From an optimization exercise on the open Yosys and OpenROAD flow, aimed at small area, a short achievable clock period and few clock cycles; shortcuts taken in it are not production practice. Only simulation tests tie the RTL to the original design; equivalence was not proved. The flow treats the clock pin as an ideal source, which a real chip does not have.

==> flow/design.v <==
module interpolation (
    input           clk,
    input           RST,
    input           START,
    input   [5:0]   H0,
    input   [5:0]   V0,
    input   [3:0]   SW,
    input   [3:0]   SH,
    output          REN,
    input   [7:0]   R_DATA,
    output  [11:0]  ADDR,
    output  [7:0]   O_DATA,
    output          O_VALID
);
function [11:0] addc;
    input [11:0] x;
    input [11:0] y;
    input        ci;
    reg c;
    integer k;
    begin
        c = ci;
        for (k = 0; k < 12; k = k + 1) begin
            addc[k] = x[k] ^ y[k] ^ c;
            c = (x[k] & y[k]) | (x[k] & c) | (y[k] & c);
        end
    end
endfunction
function [11:0] add12;
    input [11:0] x;
    input [11:0] y;
    begin
        add12 = addc(x, y, 1'b0);
    end
endfunction
function [7:0] lerp;
    input [7:0] a;
    input [7:0] b;
    input [3:0] w;
    reg [11:0] s;
    begin
        s = add12({4'b0, a}, {4'b0, w[0] ? b : a});
        s = add12(s, {3'b0, w[1] ? b : a, 1'b0});
        s = add12(s, {2'b0, w[2] ? b : a, 2'b0});
        s = add12(s, {1'b0, w[3] ? b : a, 3'b0});
        lerp = s[11:4];
    end
endfunction
localparam [4:0] LFSR16 = 5'd24;
reg [3:0] swm1, shm1;
reg        r_act;            
reg        r_low;            
reg [3:0]  r_c;              
reg [4:0]  r_j;              
reg [3:0]  r_y;              
reg [11:0] addr_q;
reg        ren_q;
reg        start_q;          
reg        v1, u1, v2, u2;
reg [3:0]  y1, y2;
reg [7:0]  rd, hold;
reg [7:0]  q0, q1, q2, q3;
reg [2:0]  cnt;              
reg [2:0]  alloc;            
reg [4:0]  c_i;              
reg [3:0]  c_x;              
reg [7:0]  o_data;
reg        o_valid;
assign REN = ren_q;
assign ADDR = addr_q;
assign O_DATA = o_data;
assign O_VALID = o_valid;
wire       c_last_i = (c_i == LFSR16);
wire       c_go = (cnt != 3'd0) && (c_x == 4'd0 || cnt[2:1] != 2'b00);
wire [11:0] cx_sum = add12({8'd0, c_x}, {8'd0, swm1});
wire       pop = c_go && (c_last_i || cx_sum[4]);
reg        n_low, n_more;
reg [3:0]  n_c;
reg [4:0]  n_j;
reg [3:0]  n_y;
reg [5:0]  n_dc;             
reg        n_ci;
reg [5:0]  n_dr;             
reg [11:0] ysum;
reg [11:0] rc_inc;
always @(*) begin
    n_c = r_c;
    n_j = r_j;
    n_y = r_y;
    n_dc = 6'd0;
    n_ci = !r_low;
    n_low = 1'b0;
    n_more = 1'b1;
    n_dr = 6'd0;
    rc_inc = add12({8'd0, r_c}, 12'd1);
    ysum = add12({8'd0, r_y}, {8'd0, shm1});
    if (r_low) begin
        n_dr = 6'h3f;
    end else if (r_c != swm1) begin
        n_c = rc_inc[3:0];
        n_low = (r_y != 4'd0);
        n_dr = {5'd0, n_low};
    end else begin
        n_c = 4'd0;
        n_j = {r_j[3:0], r_j[4] ^ r_j[2]};
        n_y = ysum[3:0];
        n_dc = {2'b11, ~swm1};       
        n_low = (ysum[3:0] != 4'd0);
        n_dr = {4'd0, ysum[4] & n_low, ysum[4] ^ n_low};
        n_more = (r_j != LFSR16);
    end
end
wire [11:0] row_sum = add12({6'd0, addr_q[11:6]}, {6'd0, n_dr});
wire [11:0] col_sum = addc({6'd0, addr_q[5:0]}, {6'd0, n_dc}, n_ci);
wire credit = (alloc != 3'd4) || pop;
wire issue = r_act && !start_q && n_more && (r_low || credit);
wire       push = v2 && u2;
wire [7:0] kv = lerp(rd, hold, y2);
reg [7:0] s0, s1, s2, s3;
reg [2:0] wi;
always @(*) begin
    s0 = pop ? q1 : q0;
    s1 = pop ? q2 : q1;
    s2 = pop ? q3 : q2;
    s3 = q3;
    wi = cnt - {2'b0, pop};
    if (push) begin
        case (wi[1:0])
            2'd0: s0 = kv;
            2'd1: s1 = kv;
            2'd2: s2 = kv;
            2'd3: s3 = kv;
        endcase
    end
end
wire [11:0] sw_dec = add12({8'd0, SW}, 12'hfff);
wire [11:0] sh_dec = add12({8'd0, SH}, 12'hfff);
always @(posedge clk) begin
    rd <= R_DATA;
    hold <= rd;
    y1 <= start_q ? 4'd0 : r_y;
    u1 <= start_q || !r_low;
    y2 <= y1;
    u2 <= u1;
    q0 <= s0;
    q1 <= s1;
    q2 <= s2;
    q3 <= s3;
    o_data <= lerp(q0, q1, c_x);
    ren_q <= !(START || issue);
    if (START) begin
        swm1 <= sw_dec[3:0];
        shm1 <= sh_dec[3:0];
    end
    if (START)
        addr_q <= {V0, H0};
    else if (issue)
        addr_q <= {row_sum[5:0], col_sum[5:0]};
    if (start_q) begin
        r_low <= 1'b0;
        r_c <= 4'd0;
        r_j <= 5'd1;
        r_y <= 4'd0;
        c_i <= 5'd1;
        c_x <= 4'd0;
    end else begin
        if (issue) begin
            r_low <= n_low;
            r_c <= n_c;
            r_j <= n_j;
            r_y <= n_y;
        end
        if (c_go) begin
            if (c_last_i) begin
                c_i <= 5'd1;
                c_x <= 4'd0;
            end else begin
                c_i <= {c_i[3:0], c_i[4] ^ c_i[2]};
                c_x <= cx_sum[3:0];
            end
        end
    end
end
always @(posedge clk or posedge RST) begin
    if (RST) begin
        r_act <= 1'b0;
        start_q <= 1'b0;
        v1 <= 1'b0;
        v2 <= 1'b0;
        cnt <= 3'd0;
        alloc <= 3'd0;
        o_valid <= 1'b0;
    end else begin
        v1 <= !ren_q && (r_act || start_q);
        v2 <= v1;
        o_valid <= c_go;
        start_q <= START;
        if (start_q) begin
            r_act <= 1'b1;
            cnt <= 3'd0;
            alloc <= 3'd1;
        end else begin
            if (!n_more)
                r_act <= 1'b0;
            cnt <= cnt + {2'b0, push} - {2'b0, pop};
            alloc <= alloc + {2'b0, issue && !r_low} - {2'b0, pop};
        end
    end
end
endmodule
Settings: LEC_CHECK=0, CAP_MARGIN=20, CORE_MARGIN=2, CORE_UTILIZATION=60, SLEW_MARGIN=20; clock period 30.0 ns.
standard.sh (not shown) runs the stock make flow with config.mk's settings and CLKGATE_MAP_FILE= SYNTH_SCRIPT=/design/flow/synth_recipe.tcl, a recipe that flattens the netlist after the stock synthesis.
==> flow/flow/run.sh <==
#!/bin/bash
# The standard ORFS layout (the standard.sh) with these changes:
#  - the port buffers are sky130_fd_sc_hd__buf_2 cells instead of the
#    cell buffer_ports picks by itself (a slow clkdlybuf4s50);
#  - the clock tree is one level of four sky130_fd_sc_hd__clkbuf_16 cells,
#    one per quadrant of the placed flip-flops, built before the CTS step
#    (pre_cts.tcl), which then leaves the clock nets alone.
# make's full output goes to standard.log; ORFS keeps each step's log under
# orfs/logs.
set -euo pipefail
here="$(cd "$(dirname "${BASH_SOURCE[0]}")" && pwd)"
export BUFFER_PORTS_ARGS="-buffer_cell sky130_fd_sc_hd__buf_2"
export PRE_RESIZE_TCL="$here/pre_resize.tcl"
export PRE_CTS_TCL="$here/pre_cts.tcl"
export CTS_ARGS="-repair_clock_nets -dont_use_dummy_load"
bash standard.sh finish > standard.log 2>&1
Other scripts of this flow, unchanged in this note and not shown: flow/flow/pre_cts.tcl, flow/flow/pre_resize.tcl
The baseline produced a clean layout.
Testbench counts at the start, summed over its fixed seeds: cycles 21,452.
Change:
--- a/flow/design.v
+++ b/flow/design.v
@@ -35,16 +35,24 @@
 endfunction
 function [7:0] lerp;
     input [7:0] a;
     input [7:0] b;
     input [3:0] w;
-    reg [11:0] s;
+    reg [11:0] t0, t1, t2, t3, t4, s1, c1, s2, c2, s3, c3, s;
     begin
-        s = add12({4'b0, a}, {4'b0, w[0] ? b : a});
-        s = add12(s, {3'b0, w[1] ? b : a, 1'b0});
-        s = add12(s, {2'b0, w[2] ? b : a, 2'b0});
-        s = add12(s, {1'b0, w[3] ? b : a, 3'b0});
+        t0 = {4'b0, a};
+        t1 = {4'b0, w[0] ? b : a};
+        t2 = {3'b0, w[1] ? b : a, 1'b0};
+        t3 = {2'b0, w[2] ? b : a, 2'b0};
+        t4 = {1'b0, w[3] ? b : a, 3'b0};
+        s1 = t0 ^ t1 ^ t2;
+        c1 = {(t0 & t1) | (t0 & t2) | (t1 & t2), 1'b0};
+        s2 = s1 ^ c1 ^ t3;
+        c2 = {(s1 & c1) | (s1 & t3) | (c1 & t3), 1'b0};
+        s3 = s2 ^ c2 ^ t4;
+        c3 = {(s2 & c2) | (s2 & t4) | (c2 & t4), 1'b0};
+        s = add12(s3, c3);
         lerp = s[11:4];
     end
 endfunction
 localparam [4:0] LFSR16 = 5'd24;
 reg [3:0] swm1, shm1;
Outcome: Routed wire length climbs by 4.1%. Die area barely changes. Final cell count climbs by 1.2%. Setup slack gets better by 0.064 ns. Hold slack is about the same.
Testbench counts after the change, summed over its fixed seeds: cycles 21,452.

Starts from the design.v that is shown in full above.
Settings: LEC_CHECK=0, CAP_MARGIN=20, CORE_MARGIN=2, CORE_UTILIZATION=60, SLEW_MARGIN=20; clock period 30.0 ns.
==> flow/flow/run.sh <==
#!/bin/bash
# The standard ORFS layout (the standard.sh) with these changes:
#  - the port buffers are sky130_fd_sc_hd__buf_2 cells instead of the
#    cell buffer_ports picks by itself (a slow clkdlybuf4s50);
#  - clock tree synthesis adds no dummy loads and uses a clkbuf_16 root
#    with clkbuf_4 buffers below it.
# make's full output goes to standard.log; ORFS keeps each step's log under
# orfs/logs.
set -euo pipefail
here="$(cd "$(dirname "${BASH_SOURCE[0]}")" && pwd)"
export BUFFER_PORTS_ARGS="-buffer_cell sky130_fd_sc_hd__buf_2"
export PRE_RESIZE_TCL="$here/pre_resize.tcl"
export CTS_ARGS="-sink_clustering_enable -repair_clock_nets -dont_use_dummy_load -root_buf sky130_fd_sc_hd__clkbuf_16 -buf_list sky130_fd_sc_hd__clkbuf_4"
bash standard.sh finish > standard.log 2>&1
==> flow/flow/pre_resize.tcl <==
foreach port [all_inputs] {
  set pname [get_full_name $port]
  if {$pname == "clk"} { continue }
  foreach pin [get_pins -quiet -of_objects [get_nets $pname]] {
    set inst [get_cells -of_objects $pin]
    if {![string match "*__buf_*" [get_property $inst ref_name]]} { continue }
    set out [get_pins -of_objects $inst -filter "direction == output"]
    set fanout [llength [get_pins -of_objects [get_nets -of_objects $out] -filter "direction == input"]]
    if {$fanout > 16} {
      set cell sky130_fd_sc_hd__buf_8
    } elseif {$fanout <= 4} {
      set cell sky130_fd_sc_hd__buf_1
    } else {
      continue
    }
    puts "port $pname: buffer [get_full_name $inst] drives $fanout pins, now $cell"
    replace_cell $inst $cell
  }
}
The starting point produced a clean layout.
Testbench counts at the start, summed over its fixed seeds: cycles 21,452.
Rerun with:
--- a/flow/design.v
+++ b/flow/design.v
@@ -11,27 +11,19 @@
     output  [11:0]  ADDR,
     output  [7:0]   O_DATA,
     output          O_VALID
 );
-function [11:0] addc;
+function [11:0] add12;
     input [11:0] x;
     input [11:0] y;
-    input        ci;
     reg c;
     integer k;
     begin
-        c = ci;
+        c = 1'b0;
         for (k = 0; k < 12; k = k + 1) begin
-            addc[k] = x[k] ^ y[k] ^ c;
+            add12[k] = x[k] ^ y[k] ^ c;
             c = (x[k] & y[k]) | (x[k] & c) | (y[k] & c);
         end
-    end
-endfunction
-function [11:0] add12;
-    input [11:0] x;
-    input [11:0] y;
-    begin
-        add12 = addc(x, y, 1'b0);
     end
 endfunction
 function [7:0] lerp;
     input [7:0] a;
@@ -46,8 +38,9 @@
         lerp = s[11:4];
     end
 endfunction
 localparam [4:0] LFSR16 = 5'd24;
+reg [5:0] h0r;
 reg [3:0] swm1, shm1;
 reg        r_act;            
 reg        r_low;            
 reg [3:0]  r_c;              
@@ -71,48 +64,43 @@
 assign O_DATA = o_data;
 assign O_VALID = o_valid;
 wire       c_last_i = (c_i == LFSR16);
 wire       c_go = (cnt != 3'd0) && (c_x == 4'd0 || cnt[2:1] != 2'b00);
-wire [11:0] cx_sum = add12({8'd0, c_x}, {8'd0, swm1});
+wire [4:0] cx_sum = {1'b0, c_x} + {1'b0, swm1};
 wire       pop = c_go && (c_last_i || cx_sum[4]);
 reg        n_low, n_more;
 reg [3:0]  n_c;
 reg [4:0]  n_j;
 reg [3:0]  n_y;
-reg [5:0]  n_dc;             
-reg        n_ci;
+reg [5:0]  n_col;
 reg [5:0]  n_dr;             
-reg [11:0] ysum;
-reg [11:0] rc_inc;
+reg [4:0]  ysum;
 always @(*) begin
     n_c = r_c;
     n_j = r_j;
     n_y = r_y;
-    n_dc = 6'd0;
-    n_ci = !r_low;
+    n_col = addr_q[5:0];
     n_low = 1'b0;
     n_more = 1'b1;
     n_dr = 6'd0;
-    rc_inc = add12({8'd0, r_c}, 12'd1);
-    ysum = add12({8'd0, r_y}, {8'd0, shm1});
+    ysum = {1'b0, r_y} + {1'b0, shm1};
     if (r_low) begin
         n_dr = 6'h3f;
     end else if (r_c != swm1) begin
-        n_c = rc_inc[3:0];
+        n_c = r_c + 4'd1;
+        n_col = addr_q[5:0] + 6'd1;
         n_low = (r_y != 4'd0);
         n_dr = {5'd0, n_low};
     end else begin
         n_c = 4'd0;
         n_j = {r_j[3:0], r_j[4] ^ r_j[2]};
         n_y = ysum[3:0];
-        n_dc = {2'b11, ~swm1};       
+        n_col = h0r;
         n_low = (ysum[3:0] != 4'd0);
         n_dr = {4'd0, ysum[4] & n_low, ysum[4] ^ n_low};
         n_more = (r_j != LFSR16);
     end
 end
-wire [11:0] row_sum = add12({6'd0, addr_q[11:6]}, {6'd0, n_dr});
-wire [11:0] col_sum = addc({6'd0, addr_q[5:0]}, {6'd0, n_dc}, n_ci);
 wire credit = (alloc != 3'd4) || pop;
 wire issue = r_act && !start_q && n_more && (r_low || credit);
 wire       push = v2 && u2;
 wire [7:0] kv = lerp(rd, hold, y2);
@@ -132,10 +120,8 @@
             2'd3: s3 = kv;
         endcase
     end
 end
-wire [11:0] sw_dec = add12({8'd0, SW}, 12'hfff);
-wire [11:0] sh_dec = add12({8'd0, SH}, 12'hfff);
 always @(posedge clk) begin
     rd <= R_DATA;
     hold <= rd;
     y1 <= start_q ? 4'd0 : r_y;
@@ -148,15 +134,16 @@
     q3 <= s3;
     o_data <= lerp(q0, q1, c_x);
     ren_q <= !(START || issue);
     if (START) begin
-        swm1 <= sw_dec[3:0];
-        shm1 <= sh_dec[3:0];
+        h0r <= H0;
+        swm1 <= SW - 4'd1;
+        shm1 <= SH - 4'd1;
     end
     if (START)
         addr_q <= {V0, H0};
     else if (issue)
-        addr_q <= {row_sum[5:0], col_sum[5:0]};
+        addr_q <= {addr_q[11:6] + n_dr, n_col};
     if (start_q) begin
         r_low <= 1'b0;
         r_c <= 4'd0;
         r_j <= 5'd1;
Outcome: Fmax is about the same; synthesized area rose by 4.4%; wire length rose by 10%; non-clock buffer count rose by 2; sequential share of layout area rose by 0.81 points; core utilization fell by 0.32 points; setup slack is worse by 0.0037 ns; register-to-register slack is better by 0.10 ns; global-route usage rose by 0.59 points; die area rose by 4.3%.
Testbench counts after the change, summed over its fixed seeds: cycles 21,452.

afterwards: timing with drivers on the ports:
Ports are ideal in the flow. The routed layouts listed here were re-timed in OpenROAD. Step 1 sets driving cells, clkbuf_16 on the clock port and buf_2 on the other inputs (assumed; they add their load-dependent delay and slew). Step 2 also shifts input and output timing later by t, the mid clock arrival at the registers, as if the neighbouring blocks saw the same clock. a / b / c = no drivers / after step 1 / after step 2; a / b = the first two.
| run | shift t [ns] | slack for setup (ns) | worst setup path after step 2 | worst data-port slew with drivers (ns) |
|---|---|---|---|---|
| the first run of note 1 | 0.251 | 23.160 / 23.133 / 23.082 | input to register | 0.05 |
| the second run of note 1 | 0.252 | 23.224 / 23.142 / 23.071 | input to register | 0.05 |
| the first run of note 2 | 0.379 | 23.034 / 22.996 / 23.079 | input to register | 0.05 |
| the second run of note 2 | 0.388 | 23.030 / 22.991 / 22.982 | input to register | 0.05 |
After both steps setup and hold are still met in every run listed. For the second run of note 1, which loses most, drivers alone change the setup slack by -0.082 ns; drivers and shift together by -0.153 ns.
